What follows belongs to an exercise in optimizing a design on an open flow for small area and a short achievable clock period; a production flow would make more cautious choices.
Where RTL was checked, it was by simulation tests only, not by an equivalence proof against the original.
No driver is modelled on the clock port, so clocking that relies on it looks cheaper here than on a real chip.
Power is estimated from default activity; no workload was simulated.

## adatreceive
module adatreceive(clk8x, rst, sdi, frame_sync, bit_sync,
	ch1, ch2, ch3, ch4,
	ch5, ch6, ch7, ch8);
Size in the first run: ~420 cells after synthesis, about 200 I/O pins, roughly 8100 sq um of cells after synthesis.
==> flow/config.mk <==
export PLATFORM = sky130hd
export DESIGN_NAME = adatreceive
export DESIGN_NICKNAME = adatreceive
export VERILOG_FILES = /design/flow/design.v
export SDC_FILE = /design/flow/constraint.sdc
export NUM_CORES = 4
export LEC_CHECK = 0
export CAP_MARGIN = 20
export CORE_MARGIN = 2
export CORE_UTILIZATION = 60
export CTS_CLUSTER_DIAMETER = 60
export CTS_CLUSTER_SIZE = 30
export SETUP_SLACK_MARGIN = 1.0
export SLEW_MARGIN = 20
==> flow/constraint.sdc <==
create_clock -name core_clock -period 2.7 [get_ports {clk8x}]
set_input_delay 0.5400 -clock core_clock [delete_from_list [all_inputs] [get_ports {clk8x}]]
set_output_delay 0.5400 -clock core_clock [all_outputs]
set_load 0.01 [all_outputs]
standard.sh (not shown) runs the stock make flow with config.mk's settings and CLKGATE_MAP_FILE= SYNTH_SCRIPT=/design/flow/synth_recipe.tcl, a recipe that flattens the netlist after the stock synthesis.
==> flow/flow/run.sh <==
#!/bin/bash
# Own layout flow: the standard ORFS layout, with one change to clock tree
# synthesis (cts_hook.tcl): the intermediate levels of TritonCTS's tree are
# removed, so the leaf buffers hang directly on the root buffer's net. The tree
# stays balanced (every register is two buffers from the clock port).
# Port buffers start as buf_1 (the smallest buffer) instead of clkdlybuf4s50_1.
set -euo pipefail
here=$(pwd)
export PRE_CTS_TCL=$here/flow/cts_hook.tcl
export BUFFER_PORTS_ARGS="-buffer_cell sky130_fd_sc_hd__buf_1"
bash standard.sh > "$here/standard_flow.log" 2>&1
==> flow/flow/cts_hook.tcl <==
# Wrap clock_tree_synthesis: after TritonCTS builds its tree, remove the
# buffers between the root buffer and the leaf (cluster) buffers, and hang
# the leaf buffers directly on the net their removed driver was driven by.
rename clock_tree_synthesis tritoncts_clock_tree_synthesis
proc clock_tree_synthesis { args } {
  tritoncts_clock_tree_synthesis {*}$args
  set block [ord::get_db_block]
  for { set level 1 } { $level < 10 } { incr level } {
    foreach inst [$block getInsts] {
      set name [$inst getName]
      if { ![string match "clkbuf_${level}_*" $name] } { continue }
      set in [[$inst findITerm A] getNet]
      set out [[$inst findITerm X] getNet]
      foreach it [$out getITerms] {
        if { [$it getInst] ne $inst } {
          $it disconnect
          $it connect $in
        }
      }
      odb::dbInst_destroy $inst
      odb::dbNet_destroy $out
      puts "cts_hook: removed $name"
    }
  }
}
Edit:
==> flow/run.sh (new file) <==
#!/bin/bash
# synth_recipe.tcl (not shown) runs the flow's synth.tcl, then flattens the netlist and writes it again
# the make line also repeats each setting of config.mk as NAME=value (left out here)
make -C /OpenROAD-flow-scripts/flow DESIGN_CONFIG=/design/flow/config.mk WORK_HOME=/design/flow/orfs CLKGATE_MAP_FILE= SYNTH_SCRIPT=/design/flow/synth_recipe.tcl finish
- SETUP_SLACK_MARGIN: 1.0 -> 1.2
removed: flow/flow/run.sh
removed: flow/flow/cts_hook.tcl
removed: flow/standard.sh
Outcome:
- global-route usage went up by 0.24 points
- cell count goes up by about 0.5%
- core utilization rises by 2.2 points
- wire length climbs by about 6.4%
- total power is about the same
- cell area rose by about 3%
- synthesized cell count does not change

* * *

## before
Another version of the RTL of adatreceive (not shown whole).
For scale: ~380 cells after synthesis, roughly 250 flip-flops, about 200 I/O pins.
clock: 2.7 ns
lec_check: 0
cap_margin: 20
core_margin: 2
core_utilization: 60
cts_cluster_diameter: 60
cts_cluster_size: 30
setup_slack_margin: 1.2
slew_margin: 20
==> flow/flow/run.sh <==
#!/bin/bash
# Own layout flow: the standard ORFS layout, with one change to clock tree
# synthesis (cts_hook.tcl): the intermediate levels of TritonCTS's tree are
# removed, so the leaf buffers hang directly on the root buffer's net. The tree
# stays balanced (every register is two buffers from the clock port).
# Port buffers start as buf_1 (the smallest buffer) instead of clkdlybuf4s50_1.
# After global placement each output port buffer is moved next to the
# register that drives it, as a buf_2 kept at that size (place_hook.tcl).
set -euo pipefail
here=$(pwd)
export PRE_CTS_TCL=$here/flow/cts_hook.tcl
export BUFFER_PORTS_ARGS="-buffer_cell sky130_fd_sc_hd__buf_1"
export POST_GLOBAL_PLACE_TCL=$here/flow/place_hook.tcl
bash standard.sh > "$here/standard_flow.log" 2>&1
==> flow/flow/place_hook.tcl <==
# After global placement: put each output port buffer on the spot of the
# register (or gate) that drives it, so that the register sees only the
# buffer's input and the buffer drives the wire to the port. The buffer is
# made a buf_2 and kept at that size and place by marking it don't-touch
# (detailed placement still legalizes it next to its driver).
set block [ord::get_db_block]
set db [ord::get_db]
set buf2 [$db findMaster sky130_fd_sc_hd__buf_2]
set moved 0
foreach inst [$block getInsts] {
  if { ![string match "output*" [$inst getName]] } { continue }
  set net [[$inst findITerm A] getNet]
  if { $net eq "NULL" } { continue }
  foreach it [$net getITerms] {
    if { [$it isOutputSignal] } {
      set loc [[$it getInst] getLocation]
      $inst swapMaster $buf2
      $inst setLocation [lindex $loc 0] [lindex $loc 1]
      $inst setDoNotTouch 1
      incr moved
      break
    }
  }
}
puts "place_hook: moved $moved output buffers to their drivers"
Other scripts of this flow, unchanged in this note and not shown: flow/flow/cts_hook.tcl
Input changes introduced in after (baseline for comparison: before):
--- a/flow/flow/run.sh
+++ b/flow/flow/run.sh
@@ -7,2 +6,0 @@
-# After global placement each output port buffer is moved next to the
-# register that drives it, as a buf_2 kept at that size (place_hook.tcl).
@@ -13 +10,0 @@
-export POST_GLOBAL_PLACE_TCL=$here/flow/place_hook.tcl
removed: flow/flow/place_hook.tcl
Notes after the runs:
The fraction of area in multi-input gates on before is in line with that on after.
In after the clock-cell share of area turned out 0.92 points lower than in before.
The run showing the smaller number of buffers other than clock buffers in the final layout is before.
before -> after: number of cell rows delta 0, exact match
Between after and before, it is after whose clock power is lower, by about 14%.
after vs before — fmax dropped slightly
In after relative to before, wire length on met3 had gone down by more than a quarter.
The number of design-rule violations left by the first detailed-router iteration on before is in line with that on after.
ch2[21] as the critical path capture point was reported by before, and ch5[2] by after.
The share of the cycle needed by the critical path after routing in after sits 1.1 points above the value recorded for before.
Across both runs, count of clock buffers in the final design was lower for after than for before.
Diff before -> after | routed wire length | down by a little under 10%

* * *

Setup of main:
adatreceive, a different RTL version from the one above (not shown whole).
Size in the first run: roughly 250 flip-flops, roughly 200 I/O pins.
clock: 2.7 ns
lec_check: 0
cap_margin: 20
core_margin: 2
core_utilization: 60
cts_cluster_diameter: 60
cts_cluster_size: 30
setup_slack_margin: 1.2
slew_margin: 20
synth_hierarchical: 1
==> flow/flow/run.sh <==
#!/bin/bash
set -euo pipefail
here=$(pwd)
export PRE_CTS_TCL=$here/flow/cts_hook.tcl
export BUFFER_PORTS_ARGS="-buffer_cell sky130_fd_sc_hd__buf_1"
export POST_GLOBAL_PLACE_TCL=$here/flow/place_hook.tcl
bash standard.sh > "$here/standard_flow.log" 2>&1
Other scripts of this flow, unchanged in this note and not shown: flow/flow/cts_hook.tcl, flow/flow/place_hook.tcl
## Diff of input files: the feature branch against main
--- a/flow/config.mk
+++ b/flow/config.mk
@@ -11,5 +11,5 @@
 export CTS_CLUSTER_DIAMETER = 60
 export CTS_CLUSTER_SIZE = 30
-export SETUP_SLACK_MARGIN = 1.2
+export SETUP_SLACK_MARGIN = 1.1
 export SLEW_MARGIN = 20
 export SYNTH_HIERARCHICAL = 1
==> comparison <==
Going from main to the feature branch, post-placement worst setup slack grows by 0.052 ns.
Compared main against the feature branch; final area within noise.
main → the feature branch: fill cell instance count of the final layout saw an increase; total power of the final layout saw a decrease; worst hold slack saw a decrease.
No functional check of the RTL was part of any run of this note.

* * *

adatreceive, a different RTL version from the one above (not shown whole).
For scale: roughly 260 flip-flops, ~200 I/O pins, ~8200 um^2 of cells after synthesis.
==> flow/config.mk <==
export PLATFORM = sky130hd
export DESIGN_NAME = adatreceive
export DESIGN_NICKNAME = adatreceive
export VERILOG_FILES = /design/flow/design.v
export SDC_FILE = /design/flow/constraint.sdc
export NUM_CORES = 4
export LEC_CHECK = 0
export CAP_MARGIN = 20
export CORE_MARGIN = 2
export CORE_UTILIZATION = 60
export CTS_CLUSTER_DIAMETER = 60
export CTS_CLUSTER_SIZE = 30
export SETUP_SLACK_MARGIN = 1.3
export SLEW_MARGIN = 20
export SYNTH_HIERARCHICAL = 1
==> flow/constraint.sdc <==
create_clock -name core_clock -period 2.7 [get_ports {clk8x}]
set_input_delay 0.5400 -clock core_clock [delete_from_list [all_inputs] [get_ports {clk8x}]]
set_output_delay 0.5400 -clock core_clock [all_outputs]
set_load 0.01 [all_outputs]
==> flow/flow/cts_hook.tcl <==
# Wrap clock_tree_synthesis: after TritonCTS builds its tree,
# (1) remove the buffers between the root buffer and the leaf (cluster)
#     buffers, and
rename clock_tree_synthesis tritoncts_clock_tree_synthesis
proc clock_tree_synthesis { args } {
  tritoncts_clock_tree_synthesis {*}$args
  set block [ord::get_db_block]
  for { set level 1 } { $level < 10 } { incr level } {
    foreach inst [$block getInsts] {
      set name [$inst getName]
      if { ![string match "clkbuf_${level}_*" $name] } { continue }
      set in [[$inst findITerm A] getNet]
      set out [[$inst findITerm X] getNet]
      foreach it [$out getITerms] {
        if { [$it getInst] ne $inst } {
          $it disconnect
          $it connect $in
        }
      }
      odb::dbInst_destroy $inst
      odb::dbNet_destroy $out
      puts "cts_hook: removed $name"
    }
  }
  foreach inst [$block getInsts] {
    if { [string match "clkbuf_0_*" [$inst getName]] } { split_root $block $inst }
  }
  # connect the new root buffers' power and ground pins
  global_connect
}

proc split_root { block root } {
  set in [[$root findITerm A] getNet]
  set out [[$root findITerm X] getNet]
  set master [$root getMaster]
  set core [$block getCoreArea]
  set cx [expr { ([$core xMin] + [$core xMax]) / 2 }]
  set cy [expr { ([$core yMin] + [$core yMax]) / 2 }]
  # group the loads by quadrant around the core's centre
  array set group {}
  foreach it [$out getITerms] {
    if { [$it getInst] eq $root } { continue }
    set box [[$it getInst] getBBox]
    set x [expr { ([$box xMin] + [$box xMax]) / 2 }]
    set y [expr { ([$box yMin] + [$box yMax]) / 2 }]
    set q [expr { ($x >= $cx ? 1 : 0) + ($y >= $cy ? 2 : 0) }]
    lappend group($q) [list $it $x $y]
  }
  set k 0
  foreach q [lsort [array names group]] {
    set sx 0; set sy 0; set n 0
    foreach e $group($q) { incr sx [lindex $e 1]; incr sy [lindex $e 2]; incr n }
    set name "clkbuf_root_${k}_[$in getName]"
    set buf [odb::dbInst_create $block $master $name]
    set net [odb::dbNet_create $block "clknet_root_${k}_[$in getName]"]
    $net setSigType CLOCK
    [$buf findITerm A] connect $in
    [$buf findITerm X] connect $net
    foreach e $group($q) {
      set it [lindex $e 0]
      $it disconnect
      $it connect $net
    }
    $buf setLocation [expr { $sx / $n }] [expr { $sy / $n }]
    $buf setPlacementStatus PLACED
    $buf setSourceType TIMING
    puts "cts_hook: $name drives $n loads"
    incr k
  }
  odb::dbInst_destroy $root
  odb::dbNet_destroy $out
}
==> flow/flow/place_hook.tcl <==
# After global placement: put each output port buffer on the spot of the
# register (or gate) that drives it, so that the register sees only the
# buffer's input and the buffer drives the wire to the port. The buffer is
# made a buf_2 and kept at that size and place by marking it don't-touch
# (detailed placement still legalizes it next to its driver).
set block [ord::get_db_block]
set db [ord::get_db]
set buf2 [$db findMaster sky130_fd_sc_hd__buf_2]
set moved 0
foreach inst [$block getInsts] {
  if { ![string match "output*" [$inst getName]] } { continue }
  set net [[$inst findITerm A] getNet]
  if { $net eq "NULL" } { continue }
  foreach it [$net getITerms] {
    if { [$it isOutputSignal] } {
      set loc [[$it getInst] getLocation]
      $inst swapMaster $buf2
      $inst setLocation [lindex $loc 0] [lindex $loc 1]
      $inst setDoNotTouch 1
      incr moved
      break
    }
  }
}
# re-apply the power and ground connections to the swapped cells
global_connect
puts "place_hook: moved $moved output buffers to their drivers"
Scripts as last shown in full above: flow/flow/run.sh
Then changed:
--- a/flow/flow/place_hook.tcl
+++ b/flow/flow/place_hook.tcl
@@ -7,5 +7,5 @@
 set db [ord::get_db]
 set buf2 [$db findMaster sky130_fd_sc_hd__buf_2]
-set moved 0
+set moved {}
 foreach inst [$block getInsts] {
   if { ![string match "output*" [$inst getName]] } { continue }
@@ -17,11 +17,12 @@
       $inst swapMaster $buf2
       $inst setLocation [lindex $loc 0] [lindex $loc 1]
-      $inst setDoNotTouch 1
-      incr moved
+      lappend moved $inst
       break
     }
   }
 }
-# re-apply the power and ground connections to the swapped cells
+# re-apply the power and ground connections to the swapped cells, then
+# mark them don't-touch
 global_connect
-puts "place_hook: moved $moved output buffers to their drivers"
+foreach inst $moved { $inst setDoNotTouch 1 }
+puts "place_hook: moved [llength $moved] output buffers to their drivers"
- CORE_UTILIZATION: 60 -> 66
First-iteration DRC count went up by 28%.
Sequential power is about the same.
Synthesized cell count is unchanged.
Critical path depth is unchanged.
Area after synthesis stays the same.
Setup slack degrades by 0.0041 ns.
Routed wire length went down by 1.2%.
Maximum frequency went down by 0.30%.
Then changed:
- CORE_UTILIZATION: 66 -> 60
- design area increases by 0.49%
- power climbs by 4.6%
- sequential share of layout area went down by 0.32 points
- routed wire length came out higher by 1.2%
- combinational power goes up by about 4%
- worst hold slack got worse by 0.010 ns
- cell count went up by 0.61%
- die area climbs by 9.7%
- core utilization came out lower by 7.0 points
- sequential cell count is unchanged
Then changed:
- SETUP_SLACK_MARGIN: 1.3 -> 1.35
=> The changed run went through all stages and came out clean; sequential power barely changes; worst hold slack gets better by 0.0061 ns; critical path depth rose by 3; clock power fell by about 3%; first-iteration DRC count rose by 17%; wire length rose by about 5.7%.
Then changed:
--- a/flow/flow/cts_hook.tcl
+++ b/flow/flow/cts_hook.tcl
@@ -26,6 +26,4 @@
     if { [string match "clkbuf_0_*" [$inst getName]] } { split_root $block $inst }
   }
-  # connect the new root buffers' power and ground pins
-  global_connect
 }
 
--- a/flow/flow/place_hook.tcl
+++ b/flow/flow/place_hook.tcl
@@ -7,5 +7,5 @@
 set db [ord::get_db]
 set buf2 [$db findMaster sky130_fd_sc_hd__buf_2]
-set moved {}
+set moved 0
 foreach inst [$block getInsts] {
   if { ![string match "output*" [$inst getName]] } { continue }
@@ -17,12 +17,9 @@
       $inst swapMaster $buf2
       $inst setLocation [lindex $loc 0] [lindex $loc 1]
-      lappend moved $inst
+      $inst setDoNotTouch 1
+      incr moved
       break
     }
   }
 }
-# re-apply the power and ground connections to the swapped cells, then
-# mark them don't-touch
-global_connect
-foreach inst $moved { $inst setDoNotTouch 1 }
-puts "place_hook: moved [llength $moved] output buffers to their drivers"
+puts "place_hook: moved $moved output buffers to their drivers"
- SETUP_SLACK_MARGIN: 1.35 -> 1.3
Synthesized area stays the same.
Worst hold slack degrades by 0.0061 ns.
Wire length fell by 5.4%.
Cell area drops by 3.1%.
Global-route usage came out lower by 1.0 points.
Setup slack got worse by 0.014 ns.
Critical path depth fell by 3.
Utilization went down by 2.4 points.
Sequential power is about the same.
Power rises by 0.88%.
Sequential share of layout area rises by 0.20 points.

* * *

The RTL this note starts from:
==> flow/design.v <==
`timescale 1ns / 1ps
module adatreclock(clk, rst, sdi, sample, sample_valid);
	input wire clk;
	input wire rst;
	input wire sdi;
	output wire sample;
	output reg sample_valid;
	reg d1, d2;
	reg [2:0] sample_timer;
	wire edge_detected = d1 ^ d2;
	assign sample = d2;
	always @ (posedge clk) begin
		if (rst) begin
			d1 <= 1'b0;
			d2 <= 1'b0;
			sample_timer <= 3'b0;
			sample_valid <= 1'b0;
		end
		else begin
			d1 <= sdi;
			d2 <= d1;
			if (edge_detected)
				sample_timer <= 3'b0;
			else
				sample_timer <= sample_timer + 3'd1;
			sample_valid <= !edge_detected && (sample_timer == 3'd3);
		end
	end
endmodule
`timescale 1ns / 1ps
module adatreceive(clk8x, rst, sdi, frame_sync, bit_sync,
	ch1, ch2, ch3, ch4,
	ch5, ch6, ch7, ch8);
	input wire clk8x;
	input wire rst;
	input wire sdi;
	output reg frame_sync;
	output wire bit_sync;
	output reg [23:0] ch1;
	output reg [23:0] ch2;
	output reg [23:0] ch3;
	output reg [23:0] ch4;
	output reg [23:0] ch5;
	output reg [23:0] ch6;
	output reg [23:0] ch7;
	output reg [23:0] ch8;
	reg [7:0] bitpos;
	reg [28:0] shiftreg;
	reg prevbit;
	wire [23:0] sample;
	wire [23:0] rsample;
	wire [23:0] ldval;
	wire sdi_reclocked;
	wire found_sync_pattern;
	assign sample[23:20] = shiftreg[28:25];
	assign sample[19:16] = shiftreg[23:20];
	assign sample[15:12] = shiftreg[18:15];
	assign sample[11:8]  = shiftreg[13:10];
	assign sample[7:4]   = shiftreg[8:5];
	assign sample[3:0]   = shiftreg[3:0];
	genvar i;
	generate
		for (i = 0; i < 24; i = i + 1) begin
			assign rsample[i] = sample[23-i];
		end
	endgenerate
	assign ldval = rst ? 24'd0 : rsample;
	adatreclock reclocker(
		.clk(clk8x),
		.rst(rst),
		.sdi(sdi),
		.sample(sdi_reclocked),
		.sample_valid(bit_sync)
	);
	assign found_sync_pattern =
		(shiftreg[28:19] == 10'b0000000000);
	reg [7:0] ld_q;
	wire [7:0] ld_next;
	assign ld_next[0] = ~found_sync_pattern & (bitpos == 8'd33);
	assign ld_next[1] = ~found_sync_pattern & (bitpos == 8'd63);
	assign ld_next[2] = ~found_sync_pattern & (bitpos == 8'd93);
	assign ld_next[3] = ~found_sync_pattern & (bitpos == 8'd123);
	assign ld_next[4] = ~found_sync_pattern & (bitpos == 8'd153);
	assign ld_next[5] = ~found_sync_pattern & (bitpos == 8'd183);
	assign ld_next[6] = ~found_sync_pattern & (bitpos == 8'd213);
	assign ld_next[7] = ~found_sync_pattern & (bitpos == 8'd243);
	wire ld1 = rst | ld_q[0];
	wire ld2 = rst | ld_q[1];
	wire ld3 = rst | ld_q[2];
	wire ld4 = rst | ld_q[3];
	wire ld5 = rst | ld_q[4];
	wire ld6 = rst | ld_q[5];
	wire ld7 = rst | ld_q[6];
	wire ld8 = rst | ld_q[7];
	always @ (posedge clk8x) begin
		if (ld1) ch1 <= ldval;
		if (ld2) ch2 <= ldval;
		if (ld3) ch3 <= ldval;
		if (ld4) ch4 <= ldval;
		if (ld5) ch5 <= ldval;
		if (ld6) ch6 <= ldval;
		if (ld7) ch7 <= ldval;
		if (ld8) ch8 <= ldval;
	end
	always @ (posedge clk8x) begin
		if (rst) begin
			frame_sync <= 1'b0;
			bitpos <= 8'd0;
			shiftreg <= 29'h1fffffff;
			prevbit <= 1'b0;
			ld_q <= 8'd0;
		end
		else begin
			frame_sync <= bit_sync & found_sync_pattern;
			if (bit_sync) begin
				prevbit <= sdi_reclocked;
				ld_q <= ld_next;
				shiftreg <= {sdi_reclocked ^ prevbit, shiftreg[28:1]};
				if (found_sync_pattern)
					bitpos <= 8'd0;
				else
					bitpos <= bitpos + 8'd1;
			end
		end
	end
endmodule
clock: 2.7 ns
lec_check: 0
cap_margin: 20
core_margin: 2
core_utilization: 75
cts_cluster_diameter: 150
cts_cluster_size: 40
place_density: 0.8
setup_slack_margin: 1.4
slew_margin: 20
run.sh (not shown) runs the stock make flow with config.mk's settings and CLKGATE_MAP_FILE= SYNTH_SCRIPT=/design/flow/synth_recipe.tcl, a recipe that flattens the netlist after the stock synthesis.
Stock flow here: none of the scripts above is used.
The baseline did not get past detailed placement.
Change:
==> flow/flow/run.sh (new file) <==
#!/bin/bash
# Own layout flow: the standard ORFS layout, with one change to clock tree
# synthesis (cts_hook.tcl): the intermediate levels of TritonCTS's tree are
# removed, so the leaf buffers hang directly on the root buffer's net. The tree
# stays balanced (every register is two buffers from the clock port).
set -euo pipefail
here=$(pwd)
export PRE_CTS_TCL=$here/flow/cts_hook.tcl
export POST_GLOBAL_PLACE_TCL=$here/flow/place_hook.tcl
bash standard.sh > "$here/standard_flow.log" 2>&1
==> flow/flow/cts_hook.tcl (new file) <==
# Wrap clock_tree_synthesis: after TritonCTS builds its tree, remove the
# buffers between the root buffer and the leaf (cluster) buffers, and hang
# the leaf buffers directly on the net their removed driver was driven by.
rename clock_tree_synthesis tritoncts_clock_tree_synthesis
proc clock_tree_synthesis { args } {
  tritoncts_clock_tree_synthesis {*}$args
  set block [ord::get_db_block]
  for { set level 1 } { $level < 10 } { incr level } {
    foreach inst [$block getInsts] {
      set name [$inst getName]
      if { ![string match "clkbuf_${level}_*" $name] } { continue }
      set in [[$inst findITerm A] getNet]
      set out [[$inst findITerm X] getNet]
      foreach it [$out getITerms] {
        if { [$it getInst] ne $inst } {
          $it disconnect
          $it connect $in
        }
      }
      odb::dbInst_destroy $inst
      odb::dbNet_destroy $out
      puts "cts_hook: removed $name"
    }
  }
}
==> flow/flow/place_hook.tcl (new file) <==
# After global placement: put each output port buffer on the spot of the cell
# that drives it (detailed placement then legalizes it next to that cell), so
# that the buffer, not the register, drives the wire to the port.
set block [ord::get_db_block]
foreach inst [$block getInsts] {
  if { ![string match "output*" [$inst getName]] } { continue }
  set net [[$inst findITerm A] getNet]
  if { $net eq "NULL" } { continue }
  foreach it [$net getITerms] {
    if { [$it isOutputSignal] } {
      set drv [$it getInst]
      set loc [$drv getLocation]
      $inst setLocation [lindex $loc 0] [lindex $loc 1]
      break
    }
  }
}
puts "place_hook: output buffers moved to their drivers"
==> flow/standard.sh (new file) <==
#!/bin/bash
# synth_recipe.tcl (not shown) runs the flow's synth.tcl, then flattens the netlist and writes it again
# the make line also repeats each setting of config.mk as NAME=value (left out here)
make -C /OpenROAD-flow-scripts/flow DESIGN_CONFIG=/design/flow/config.mk WORK_HOME=/design/flow/orfs CLKGATE_MAP_FILE= SYNTH_SCRIPT=/design/flow/synth_recipe.tcl "${@:-finish}"
Settings changed: CORE_UTILIZATION 75 to 60, CTS_CLUSTER_DIAMETER 150 to 60, CTS_CLUSTER_SIZE 40 to 30, PLACE_DENSITY 0.8 to default, SETUP_SLACK_MARGIN 1.4 to 1.2.
removed: flow/run.sh
This time the run ran to the end with no violations; synthesized cell count stays the same; area after synthesis is unchanged.

## what the ideal ports hide
How much do the figures lean on ideal ports? The routed layouts below were timed once more, with nothing changed but the port constraints.
Step 1 (the two cells are an assumption about what drives the block):
set clk [get_ports {clk8x}]
set_driving_cell -lib_cell sky130_fd_sc_hd__clkbuf_16 $clk
set_driving_cell -lib_cell sky130_fd_sc_hd__buf_2 [delete_from_list [all_inputs] $clk]
Step 2 also shifts input and output timing later by t, the mid clock arrival at the registers, as if the neighbouring blocks saw the same clock.
Slacks: ideal ports / drivers / drivers and shift; pairs: ideal ports / drivers.
| run | shift t [ns] | slack for setup (ns) | worst setup path after step 2 | latest minus earliest clock arrival (ns) | slew at the worst register clock pin (ns) |
|---|---|---|---|---|---|
| the first run of note 1 | 0.453 | 1.113 / 1.073 / 0.683 | input to register | 0.019 / 0.019 | 0.10 / 0.10 |
| the second run of note 1 | 0.510 | 1.093 / 1.053 / 0.878 | input to register | 0.036 / 0.036 | 0.11 / 0.11 |
| before | 0.458 | 1.183 / 1.144 / 0.922 | input to register | 0.017 / 0.017 | 0.10 / 0.10 |
| after | 0.442 | 1.154 / 1.115 / 0.921 | input to register | 0.016 / 0.016 | 0.11 / 0.11 |
| main | 0.390 | 1.034 / 1.034 / 0.882 | input to register | 0.050 / 0.050 | 0.11 / 0.11 |
| the feature branch | 0.395 | 1.004 / 1.004 / 0.866 | input to register | 0.039 / 0.040 | 0.11 / 0.11 |
| the first run of note 4 | 0.391 | 1.327 / 1.237 / 0.964 | input to register | 0.032 / 0.032 | 0.11 / 0.11 |
| the second run of note 4 | 0.390 | 1.323 / 1.234 / 1.008 | input to register | 0.032 / 0.032 | 0.11 / 0.11 |
| the third run of note 4 | 0.391 | 1.327 / 1.236 / 0.965 | input to register | 0.031 / 0.031 | 0.11 / 0.11 |
| the fourth run of note 4 | 0.389 | 1.341 / 1.263 / 1.000 | input to register | 0.012 / 0.012 | 0.10 / 0.10 |
| the fifth run of note 4 | 0.391 | 1.327 / 1.236 / 0.964 | input to register | 0.031 / 0.031 | 0.11 / 0.11 |
| the second run of note 5 | 0.461 | 1.133 / 1.089 / 0.862 | input to register | 0.021 / 0.022 | 0.10 / 0.10 |
After both steps setup and hold are still met in every run listed. For the first run of note 1, which loses most, drivers alone change the setup slack by -0.040 ns; drivers and shift together by -0.430 ns.
